This is an optimization exercise on Yosys and OpenROAD, whose aim is small area, not a production implementation.
Only simulation tests tie the RTL to the original design; equivalence was not proved.
The clock port is modelled as an ideal driver, which makes a skipped or thinned clock tree look cheaper than it is; a real chip needs a root buffer or a tree.
Power figures rest on the tool's default switching activity, not on a simulated workload.

main:
Design maze_display, start of the top module:
module maze_display(
    input              clk,
    input      [15:0]  cmd,
    input      [9:0]   pixel_x,
    input      [9:0]   pixel_y,
    input              maze_done,
    output     [7:0]   pixel_color
);
    function [3:0] wmask(input integer c, input integer r);
        begin
            wmask = 4'b1111;
            if (r == 0) wmask[0] = 1'b0;
            if (r == 4) wmask[2] = 1'b0;
            if (c == 2) wmask[3] = 1'b0;
            if (c == 3) wmask[1] = 1'b0;
        end
    endfunction
    reg [2:0] colr [0:19];
    reg [3:0] wall [0:19];
    reg [2:0] code;
    always @* begin
        case (cmd[10:8])
            3'd0: code = 3'd5;    
            3'd1: code = 3'd1;    
            3'd2: code = 3'd7;    
            3'd3: code = 3'd3;    
            3'd4: code = 3'd6;    
            3'd5: code = 3'd2;    
            3'd6: code = 3'd4;    
            default: code = 3'bxxx;   
        endcase
    end
    genvar gc, gr;
    generate
        for (gr = 0; gr < 5; gr = gr + 1) begin : row
            for (gc = 0; gc < 4; gc = gc + 1) begin : col
                wire we = (cmd[15:14] == gc) && (cmd[13:11] == gr);
                always @(posedge clk)
                    if (we && cmd[10:8] != 3'd7) colr[gr*4+gc] <= code;
                always @(posedge clk)
                    if (we) wall[gr*4+gc] <= cmd[7:4];
            end
        end
    endgenerate
    wire [3:0] bx = pixel_x[9:6];
    wire [3:0] by = pixel_y[9:6];
    wire [5:0] xl = pixel_x[5:0];
    wire [5:0] yl = pixel_y[5:0];
    wire bx0 = (bx == 4'd0), bx1 = (bx == 4'd1), bx2 = (bx == 4'd2), bx3 = (bx == 4'd3);
    wire bx4 = (bx == 4'd4), bx6 = (bx == 4'd6);
    wire by0 = (by == 4'd0), by1 = (by == 4'd1), by2 = (by == 4'd2), by3 = (by == 4'd3);
    wire by4 = (by == 4'd4), by5 = (by == 4'd5);
  ...
Size in the first run: about 350 cells after synthesis, about 46 I/O pins, ~5000 um^2 of cells after synthesis.
Settings: LEC_CHECK=0, CAP_MARGIN=20, CORE_MARGIN=2, CORE_UTILIZATION=40, SLEW_MARGIN=20; clock period 10.0 ns.
standard.sh (not shown) runs the stock make flow with config.mk's settings and CLKGATE_MAP_FILE= SYNTH_SCRIPT=/design/flow/synth_recipe.tcl, a recipe that flattens the netlist after the stock synthesis.
==> flow/flow/run.sh <==
#!/bin/bash
# Own layout flow: the standard flow (standard.sh) with
#  - synthesis: the standard script, but ABC maps the logic for area (flow/synth.tcl);
#  - port buffers: the smallest buffer (buf_1) instead of the default choice;
#  - clock tree: built by flow/cts.tcl: the flip-flops are split into four
#    groups by location, each driven by one buf_12 that the clock port drives.
# Each step's full output goes to a log file in the work folder.
set -euo pipefail
W=$PWD
F=$W/flow
export MY_ABC_SCRIPTS="$(ls $F/x_*.abc | tr "\n" " ")"
bash standard.sh SYNTH_SCRIPT=$F/synth.tcl SYNTH_HIERARCHICAL=1 synth > $W/log_synth.txt 2>&1
ARGS=(SYNTH_SCRIPT=$F/synth.tcl SYNTH_HIERARCHICAL=1 BUFFER_PORTS_ARGS="-buffer_cell sky130_fd_sc_hd__buf_1")
bash standard.sh "${ARGS[@]}" place > $W/log_place.txt 2>&1
MY_RESULTS=$W/orfs/results/sky130hd/maze_display/base MY_LIB=$FLOW_HOME/platforms/sky130hd/lib/sky130_fd_sc_hd__tt_025C_1v80.lib \
  MY_PLATFORM_DIR=$FLOW_HOME/platforms/sky130hd MY_CLK=clk MY_CLKBUF=sky130_fd_sc_hd__buf_12 MY_NGROUP=4 \
  openroad -no_init -exit $F/cts.tcl > $W/log_cts.txt 2>&1
bash standard.sh "${ARGS[@]}" finish > $W/log_layout.txt 2>&1
Other scripts of this flow, unchanged in this note and not shown: flow/flow/cts.tcl, flow/flow/synth.tcl, flow/flow/x_c2_amap.abc, flow/flow/x_c2_nf.abc, flow/flow/x_g_nf.abc, flow/flow/x_gd_nf.abc, flow/flow/x_ifr_nf.abc, flow/flow/x_ifr_nfp.abc, flow/flow/x_ifrdeep.abc, flow/flow/x_r1_nf.abc, flow/flow/x_r2_nfp.abc
Modified inputs, the feature branch compared to main
--- a/flow/design.v
+++ b/flow/design.v
@@ -193,32 +193,31 @@
     wire x257 = bx4 && (xl == 6'd1 || xl == 6'd2);
     wire y4to317 = !(by0 && yl[5:2] == 4'd0) && (by0 || by1 || by2 || by3 || (by4 && !(yl[5:1] == 5'h1F)));
     wire pic = (xle256 && yle320) || (x257 && y4to317);
     wire ww = (bx0 && xlle4) || (bx3 && xl[5:1] == 5'h1F) || bx4
            || (by0 && ylle4) || (by4 && yl[5:1] == 5'h1F) || by5;
     wire dn = bx6 && (by2 || y192);
-    reg [2:0] k;
-    reg       z;
-    always @(posedge clk) begin
-        z <= !(pic || (dn && maze_done));
-        k <= mc | {3{ww || hit}};
-    end
+    wire [2:0] kd = mc | {3{ww || hit}};
+    wire       zd = !(pic || (dn && maze_done));
     reg [7:0] pc;
     always @* begin
-        case (k)
+        case (kd)
             3'd0: pc = 8'hE8;
             3'd1: pc = 8'hFC;
             3'd2: pc = 8'h03;
             3'd3: pc = 8'hE0;
             3'd4: pc = 8'h3E;
             3'd5: pc = 8'hFF;
             3'd6: pc = 8'h1C;
             default: pc = 8'h88;
         endcase
+        if (zd) pc = 8'h00;
     end
-    assign pixel_color = z ? 8'h00 : pc;
+    reg [6:0] pcr;
+    always @(posedge clk) pcr <= {pc[7:3], pc[1:0]};
+    assign pixel_color = {pcr[6:2], pcr[3], pcr[1:0]};
 endmodule
 module maze_aoi222(input a0, input b0, input a1, input b1, input a2, input b2, output y);
     assign y = !((a0 & b0) | (a1 & b1) | (a2 & b2));
 endmodule
 module maze_aoi22(input a0, input b0, input a1, input b1, output y);
     assign y = !((a0 & b0) | (a1 & b1));
[summary]
- The feature branch finished every stage and its layout cleared the timing, design-rule and antenna checks.
- On routed wire length, the lower figure sits with main, not the feature branch.
- Post-route cell area came out higher on the feature branch than on main.
- Row detail-routed net length per standard cell: the feature branch higher / main lower
- Global-route usage over all layers up 0.35 points in the feature branch wrt main
- Compared with main, the detailed router inserted more vias in the feature branch.
- Comparing main and the feature branch, the higher area taken by multi-input logic gates was measured on main.
- Against main, the feature branch reports a per-cell via count in the routed design that is higher.
- On combinational share of power, main and the feature branch are neck and neck.
- The feature branch against main: clock share of power barely changed; xor-xnor portion of the synthesized cell area closely matched the old numbers.
- Worst setup slack after layout: the feature branch vs main up 0.26 ns
- Against main, design internal power in the feature branch came out worse.
- The layout overhead on the synthesized area on the feature branch is in line with that on main.
No run of this note takes its clock network from TritonCTS; it comes from the design's own scripts or RTL.

[what the ideal ports hide]
Ports are ideal in the flow. The routed layouts listed here were re-timed in OpenROAD. Step 1 sets driving cells, clkbuf_16 on the clock port and buf_2 on the other inputs (assumed; they add their load-dependent delay and slew). Step 2 times the ports against the registers' clock, not the clock port: input delays grow and output delays shrink by t, the midpoint of the rising clock arrivals with the driver on. a / b / c = no drivers / after step 1 / after step 2; a / b = the first two.
run | t (ns) | slack for setup (ns) | hold slack, ns | worst setup path at the end | latest minus earliest clock arrival (ns)
main | 0.232 | 2.996 / 3.065 / 2.833 | 0.636 / 0.636 / 0.636 | input to register | 0.009 / 0.010
the feature branch | 0.230 | 3.256 / 3.322 / 3.092 | 0.734 / 0.734 / 0.734 | input to register | 0.013 / 0.012
After both steps every run listed still meets setup and hold. The setup slack of the feature branch, which loses most, moves by +0.066 ns with the drivers and by -0.164 ns with both steps.
